This design comes from an exercise in tuning for small area and a short achievable clock period on the open sky130 flow, not from production work.
Power and IR drop assume default switching activity.

==> inputs of run G <==
==> flow/design.v <==
module kernel_rom (
    input [1:0] kernel_size,
    input [5:0] addr,
    output reg [3:0] wcode
);
    localparam [3:0] W0  = 4'b0011,
                     WP1 = 4'b0000, WN1 = 4'b0100,
                     WP2 = 4'b0001, WN2 = 4'b0101,
                     WP4 = 4'b0010, WN4 = 4'b0110,
                     WP3 = 4'b1000, WP6 = 4'b1001;
    always @(*) begin
        case (kernel_size)
            2'b00: begin  
                case (addr)
                    0, 6: wcode = WP1;
                    1, 7: wcode = W0;
                    2, 8: wcode = WN1;
                    3, 5: wcode = WP2;
                    4: wcode = W0;
                    default: wcode = WN2;
                endcase
            end
            2'b01: begin  
                case (addr)
                    0, 4, 20, 24: wcode = WP1;
                    1, 3, 21, 23: wcode = WP2;
                    2, 22: wcode = WP4;
                    5, 15: wcode = WP3;
                    10, 14: wcode = WP6;
                    6, 18: wcode = WN1;
                    7, 17: wcode = WN2;
                    8, 16: wcode = WN4;
                    default: wcode = W0;
                endcase
            end
            2'b10: wcode = addr[0] ? WN1 : WP1;  
            default: wcode = W0;
        endcase
    end
endmodule
module pe (
    input signed [15:0] acc,
    input signed [10:0] term,
    input dbl,
    input neg,
    output signed [15:0] sum_out
);
    wire signed [15:0] t1 = term;
    wire signed [15:0] t2 = dbl ? (t1 <<< 1) : 16'sd0;
    assign sum_out = acc + t1 + t2 + {15'd0, neg};
endmodule
module systolic_array (
    input clk,
    input reset,
    input [1:0] kernel_size,
    input [7:0] pixel_in,
    output reg [2:0] cmp_q
);
    reg [5:0] index;
    reg wr_q;
    reg [9:0] term_q;
    reg neg_q, dbl_q;
    reg signed [15:0] ps_q, ps_d;
    wire [3:0] wcode;
    kernel_rom kr (.kernel_size(kernel_size), .addr(index), .wcode(wcode));
    wire run = (kernel_size == 2'b00 && index < 9) ||
               (kernel_size == 2'b01 && index < 25) ||
               (kernel_size == 2'b10 && index < 49);
    wire signed [9:0] px = {{2{pixel_in[7]}}, pixel_in};
    reg signed [9:0] sh;
    always @(*) begin
        case (wcode[1:0])
            2'd0: sh = px;
            2'd1: sh = px <<< 1;
            2'd2: sh = px <<< 2;
            default: sh = 10'sd0;
        endcase
    end
    wire [9:0] term_d = wcode[2] ? ~sh : sh;
    wire signed [15:0] partial_sum = wr_q ? 16'sd0 : ps_q;
    wire signed [15:0] pe_sum;
    pe pe_inst (.acc(ps_d), .term({term_q[9], term_q}), .dbl(dbl_q), .neg(neg_q),
                .sum_out(pe_sum));
    always @(posedge clk or posedge reset) begin
        if (reset) begin
            index <= 0;
            wr_q <= 0;
            term_q <= 0;
            neg_q <= 0;
            dbl_q <= 0;
            ps_q <= 0;
            ps_d <= 0;
            cmp_q <= 0;
        end else begin
            term_q <= term_d;
            neg_q <= wcode[2];
            dbl_q <= wcode[3];
            ps_q <= pe_sum;
            ps_d <= partial_sum;
            wr_q <= !run;
            if (run) begin
                index <= index + 1;
            end else begin
                index <= 0;
                cmp_q <= {partial_sum > 16'sd1000, partial_sum > 16'sd500,
                          partial_sum > 16'sd200};
            end
        end
    end
endmodule
module cnn_accelerator (
    input clk,
    input reset,
    input [7:0] pixel_in,
    input [1:0] kernel_size,
    output reg detected
);
    wire [2:0] cmp;
    systolic_array sa (
        .clk(clk),
        .reset(reset),
        .kernel_size(kernel_size),
        .pixel_in(pixel_in),
        .cmp_q(cmp)
    );
    always @(posedge clk or posedge reset) begin
        if (reset)
            detected <= 0;
        else begin
            case (kernel_size)
                2'b00: detected <= cmp[0];
                2'b01: detected <= cmp[1];
                2'b10: detected <= cmp[2];
                default: detected <= 0;
            endcase
        end
    end
endmodule
==> flow/run.sh <==
#!/bin/bash
# synth_recipe.tcl (not shown) runs the flow's synth.tcl, then flattens the netlist and writes it again
# the make line also repeats each setting of config.mk as NAME=value (left out here)
make -C /OpenROAD-flow-scripts/flow DESIGN_CONFIG=/design/flow/config.mk WORK_HOME=/design/flow/orfs CLKGATE_MAP_FILE= SYNTH_SCRIPT=/design/flow/synth_recipe.tcl finish
==> flow/config.mk <==
export PLATFORM = sky130hd
export DESIGN_NAME = cnn_accelerator
export DESIGN_NICKNAME = cnn_accelerator
export VERILOG_FILES = /design/flow/design.v
export SDC_FILE = /design/flow/constraint.sdc
export NUM_CORES = 4
export LEC_CHECK = 0
export CAP_MARGIN = 20
export CORE_MARGIN = 2
export CORE_UTILIZATION = 40
export SLEW_MARGIN = 20
==> flow/constraint.sdc <==
create_clock -name core_clock -period 6.0 [get_ports {clk}]
set_input_delay 1.2000 -clock core_clock [delete_from_list [all_inputs] [get_ports {clk}]]
set_output_delay 1.2000 -clock core_clock [all_outputs]
set_load 0.01 [all_outputs]
==> inputs of run P, as changes to run G <==
==> flow/design.v (replaced) <==
module kernel_rom (
    input [1:0] kernel_size,
    input [5:0] addr,
    output [4:0] wcode
);
    localparam [4:0] W0  = 5'b00000,
                     WP1 = 5'b00001, WN1 = 5'b01001,
                     WP2 = 5'b00010, WN2 = 5'b01010,
                     WP4 = 5'b00100, WN4 = 5'b01100,
                     WP3 = 5'b10001, WP6 = 5'b10010;
    reg [4:0] w0, w1;
    always @(*) begin
        case (addr)  
            0, 6: w0 = WP1;
            1, 7: w0 = W0;
            2, 8: w0 = WN1;
            3, 5: w0 = WP2;
            4: w0 = W0;
            default: w0 = WN2;
        endcase
        case (addr)  
            0, 4, 20, 24: w1 = WP1;
            1, 3, 21, 23: w1 = WP2;
            2, 22: w1 = WP4;
            5, 15: w1 = WP3;
            10, 14: w1 = WP6;
            6, 18: w1 = WN1;
            7, 17: w1 = WN2;
            8, 16: w1 = WN4;
            default: w1 = W0;
        endcase
    end
    wire [4:0] w2 = addr[0] ? WN1 : WP1;  
    assign wcode = kernel_size == 2'd0 ? w0 :
                   kernel_size == 2'd1 ? w1 :
                   kernel_size == 2'd2 ? w2 : W0;
endmodule
module pe (
    input [15:0] acc,
    input [10:0] term,
    input dbl,
    input neg,
    output [15:0] sum,
    output c11
);
    wire sgn = term[10];
    wire [10:0] a = acc[10:0];
    wire [10:0] b = term;
    wire [10:0] c = dbl ? {term[9:0], 1'b0} : 11'd0;
    wire [10:0] s = a ^ b ^ c;
    wire [10:0] k = (a & b) | (a & c) | (b & c);
    wire [11:0] y = {k, neg};
    assign {c11, sum[10:0]} = {1'b0, s} + {1'b0, y[10:0]};
    wire [2:0] d = {2'b00, k[10]} - {2'b00, sgn} - {2'b00, dbl & sgn};
    assign sum[15:11] = acc[15:11] + {{2{d[2]}}, d};
endmodule
module resolve (
    input [15:0] x,
    input c11,
    output [15:0] s
);
    wire [4:0] h = x[15:11];
    wire [4:0] ch;
    assign ch[0] = c11;
    genvar i;
    generate
        for (i = 1; i < 5; i = i + 1) begin : hc
            assign ch[i] = c11 & (&h[i-1:0]);
        end
    endgenerate
    assign s = {h ^ ch, x[10:0]};
endmodule
module systolic_array (
    input clk,
    input reset,
    input [1:0] kernel_size,
    input [7:0] pixel_in,
    output [1:0] level
);
    reg [5:0] index;
    reg run_q, live_q, wrp_q;
    reg [1:0] lvl_q;
    reg [9:0] term_q;
    reg neg_q, dbl_q;
    reg [15:0] ps_q;
    reg ps_c11;
    reg signed [15:0] ps_d;
    wire [4:0] wcode;
    kernel_rom kr (.kernel_size(kernel_size), .addr(index), .wcode(wcode));
    wire run = (kernel_size == 2'b00 && index < 9) ||
               (kernel_size == 2'b01 && index < 25) ||
               (kernel_size == 2'b10 && index < 49);
    wire [9:0] px = {{2{pixel_in[7]}}, pixel_in};
    wire [9:0] sh = ({10{wcode[0]}} & px) | ({10{wcode[1]}} & {px[8:0], 1'b0}) |
                    ({10{wcode[2]}} & {px[7:0], 2'b0});
    wire [9:0] term_d = sh ^ {10{wcode[3]}};
    wire [15:0] ps_full;
    resolve rs (.x(ps_q), .c11(ps_c11), .s(ps_full));
    wire [15:0] partial_sum = run_q ? ps_full : 16'd0;
    wire [15:0] pe_sum;
    wire c11;
    pe pe_inst (.acc(ps_d), .term({term_q[9], term_q}), .dbl(dbl_q), .neg(neg_q),
                .sum(pe_sum), .c11(c11));
    wire gt200 = ps_d > 16'sd200;
    wire gt500 = ps_d > 16'sd500;
    wire gt1000 = ps_d > 16'sd1000;
    assign level = wrp_q ? {gt500, gt1000 | (gt200 & ~gt500)} : lvl_q;
    always @(posedge clk) begin
        term_q <= term_d;
        neg_q <= wcode[3];
        dbl_q <= wcode[4];
        ps_q <= pe_sum;
        ps_c11 <= c11;
        ps_d <= partial_sum;
    end
    always @(posedge clk or posedge reset) begin
        if (reset) begin
            index <= 0;
            run_q <= 0;
            live_q <= 0;
            wrp_q <= 0;
            lvl_q <= 0;
        end else begin
            live_q <= 1'b1;
            run_q <= run & live_q;
            wrp_q <= !run;
            lvl_q <= level;
            if (run)
                index <= index + 1;
            else
                index <= 0;
        end
    end
endmodule
module cnn_accelerator (
    input clk,
    input reset,
    input [7:0] pixel_in,
    input [1:0] kernel_size,
    output reg detected
);
    wire [1:0] lvl;
    systolic_array sa (
        .clk(clk),
        .reset(reset),
        .kernel_size(kernel_size),
        .pixel_in(pixel_in),
        .level(lvl)
    );
    always @(posedge clk or posedge reset) begin
        if (reset)
            detected <= 0;
        else begin
            case (kernel_size)
                2'b00: detected <= |lvl;
                2'b01: detected <= lvl[1];
                2'b10: detected <= &lvl;
                default: detected <= 0;
            endcase
        end
    end
endmodule
Settings changed: ABC_CLOCK_PERIOD_IN_PS set to 2200, CORE_UTILIZATION 40 to 65, CTS_BUF_LIST set to sky130_fd_sc_hd__clkbuf_4, SETUP_SLACK_MARGIN set to 3.8.
==> inputs of run R, as changes to run G <==
Settings changed: ABC_CLOCK_PERIOD_IN_PS set to 2000, SETUP_SLACK_MARGIN set to 4.0.
==> inputs of run C, as changes to run G <==
--- a/flow/design.v
+++ b/flow/design.v
@@ -40,13 +40,19 @@
 endmodule
 module pe (
-    input signed [15:0] acc,
-    input signed [10:0] term,
+    input [15:0] acc,
+    input [10:0] term,
     input dbl,
     input neg,
-    output signed [15:0] sum_out
+    output [7:0] sum_lo,
+    output [7:0] sum_hi,
+    output c8
 );
-    wire signed [15:0] t1 = term;
-    wire signed [15:0] t2 = dbl ? (t1 <<< 1) : 16'sd0;
-    assign sum_out = acc + t1 + t2 + {15'd0, neg};
+    wire [15:0] a = acc;
+    wire [15:0] b = {{5{term[10]}}, term};
+    wire [15:0] c = dbl ? {{4{term[10]}}, term, 1'b0} : 16'd0;
+    wire [15:0] s = a ^ b ^ c;
+    wire [15:0] k = (a & b) | (a & c) | (b & c);
+    assign {c8, sum_lo} = {1'b0, s[7:0]} + {1'b0, k[6:0], neg};
+    assign sum_hi = s[15:8] + k[14:7];
 endmodule
 module systolic_array (
@@ -55,11 +61,14 @@
     input [1:0] kernel_size,
     input [7:0] pixel_in,
-    output reg [2:0] cmp_q
+    output [1:0] level
 );
     reg [5:0] index;
-    reg wr_q;
+    reg run_q, live_q, wrp_q;
+    reg [1:0] lvl_q;
     reg [9:0] term_q;
     reg neg_q, dbl_q;
-    reg signed [15:0] ps_q, ps_d;
+    reg [7:0] ps_hi, ps_lo;
+    reg ps_c8;
+    reg signed [15:0] ps_d;
     wire [3:0] wcode;
     kernel_rom kr (.kernel_size(kernel_size), .addr(index), .wcode(wcode));
@@ -78,32 +87,39 @@
     end
     wire [9:0] term_d = wcode[2] ? ~sh : sh;
-    wire signed [15:0] partial_sum = wr_q ? 16'sd0 : ps_q;
-    wire signed [15:0] pe_sum;
+    wire [15:0] ps_full = {ps_hi + {7'd0, ps_c8}, ps_lo};
+    wire [15:0] partial_sum = run_q ? ps_full : 16'd0;
+    wire [7:0] sum_lo, sum_hi;
+    wire c8;
     pe pe_inst (.acc(ps_d), .term({term_q[9], term_q}), .dbl(dbl_q), .neg(neg_q),
-                .sum_out(pe_sum));
+                .sum_lo(sum_lo), .sum_hi(sum_hi), .c8(c8));
+    wire gt200 = ps_d > 16'sd200;
+    wire gt500 = ps_d > 16'sd500;
+    wire gt1000 = ps_d > 16'sd1000;
+    assign level = wrp_q ? {gt500, gt1000 | (gt200 & ~gt500)} : lvl_q;
+    always @(posedge clk) begin
+        term_q <= term_d;
+        neg_q <= wcode[2];
+        dbl_q <= wcode[3];
+        ps_lo <= sum_lo;
+        ps_hi <= sum_hi;
+        ps_c8 <= c8;
+        ps_d <= partial_sum;
+    end
     always @(posedge clk or posedge reset) begin
         if (reset) begin
             index <= 0;
-            wr_q <= 0;
-            term_q <= 0;
-            neg_q <= 0;
-            dbl_q <= 0;
-            ps_q <= 0;
-            ps_d <= 0;
-            cmp_q <= 0;
+            run_q <= 0;
+            live_q <= 0;
+            wrp_q <= 0;
+            lvl_q <= 0;
         end else begin
-            term_q <= term_d;
-            neg_q <= wcode[2];
-            dbl_q <= wcode[3];
-            ps_q <= pe_sum;
-            ps_d <= partial_sum;
-            wr_q <= !run;
-            if (run) begin
+            live_q <= 1'b1;
+            run_q <= run & live_q;
+            wrp_q <= !run;
+            lvl_q <= level;
+            if (run)
                 index <= index + 1;
-            end else begin
+            else
                 index <= 0;
-                cmp_q <= {partial_sum > 16'sd1000, partial_sum > 16'sd500,
-                          partial_sum > 16'sd200};
-            end
         end
     end
@@ -116,5 +132,5 @@
     output reg detected
 );
-    wire [2:0] cmp;
+    wire [1:0] lvl;
     systolic_array sa (
         .clk(clk),
@@ -122,5 +138,5 @@
         .kernel_size(kernel_size),
         .pixel_in(pixel_in),
-        .cmp_q(cmp)
+        .level(lvl)
     );
     always @(posedge clk or posedge reset) begin
@@ -129,7 +145,7 @@
         else begin
             case (kernel_size)
-                2'b00: detected <= cmp[0];
-                2'b01: detected <= cmp[1];
-                2'b10: detected <= cmp[2];
+                2'b00: detected <= |lvl;
+                2'b01: detected <= lvl[1];
+                2'b10: detected <= &lvl;
                 default: detected <= 0;
             endcase
Settings changed: ABC_CLOCK_PERIOD_IN_PS set to 2200, SETUP_SLACK_MARGIN set to 3.8.
==> comparison table <==
	run G	run R	run P	run C
Net count reported at finish	417	458	446	435
Area of the placeable core	9150 µm²	9150 µm²	4790 µm²	8680 µm²
Routed wirelength normalized by instance count	15.1 µm	16.4 µm	15.7 µm	13.7 µm
Amount of wire on met2 after detailed routing	3420 µm	4440 µm	3740 µm	3320 µm
Sequential element share of the synthesized area	36.9%	36.9%	37.0%	33.8%
Synthesized area per cell	10.3 µm²	10.3 µm²	9.53 µm²	10.0 µm²
Register bit total from synthesis	55	55	57	57
Final core utilization	43.4%	53.1%	85.6%	48.1%
Net load switching power	0.877 mW	1.09 mW	0.761 mW	0.741 mW
Adder and majority cell fraction of the synthesized area	15.3%	15.3%	17.1%	16.7%
FF+latch area	1380 µm²	1390 µm²	1220 µm²	1210 µm²
Outcome	timing/DRC/antenna clean	timing/DRC/antenna clean	timing/DRC/antenna clean	timing/DRC/antenna clean
Inserted Clock Buffers	5	5	9	9
Total wire length	7260 µm	8590 µm	7370 µm	6780 µm
Path depth of the worst reg2reg path	12	9	10	9
Sequential cell area share	34.6%	28.5%	29.8%	29.0%
Part of the power in the clock network	10.1%	8.0%	12.2%	18.0%
Largest clock skew in the final design	0.0113 ns	0.00777 ns	0.0127 ns	0.0130 ns
Clk root buf	sky130_fd_sc_hd__clkbuf_8	sky130_fd_sc_hd__clkbuf_8	sky130_fd_sc_hd__clkbuf_4	sky130_fd_sc_hd__clkbuf_8
Number of global-route vias before repair	2603	2856	2366	2575
Worst setup margin	2.58 ns	3.20 ns	3.41 ns	3.56 ns
Function was not checked in any run of this note: the RTL went through the layout flow alone.

## re-timing with driven ports
Ports are ideal in the flow. The routed layouts listed here were re-timed in OpenROAD. Step 1, drivers: a clkbuf_16 drives clk and a buf_2 each remaining input, both assumed. Step 2 also shifts input and output timing later by t, the mid clock arrival at the registers, as if the neighbouring blocks saw the same clock. a / b / c = no drivers / after step 1 / after step 2; a / b = the first two.
run | t (ns) | slack for setup (ns) | hold WS [ns] | worst data-port slew with drivers (ns) | pins driven straight from the clock port
run G | 0.331 | 2.578 / 2.590 / 2.259 | 0.513 / 0.513 / 0.513 | 0.03 | 1
run P | 0.421 | 3.414 / 3.414 / 3.348 | 0.437 / 0.437 / 0.437 | 0.06 | 1
run R | 0.332 | 3.205 / 3.205 / 3.205 | 0.511 / 0.511 / 0.511 | 0.06 | 1
run C | 0.357 | 3.564 / 3.561 / 3.203 | 0.432 / 0.432 / 0.432 | 0.05 | 1
After both steps setup and hold are still met in every run listed. The setup slack of run C, which loses most, moves by -0.003 ns with the drivers and by -0.361 ns with both steps.
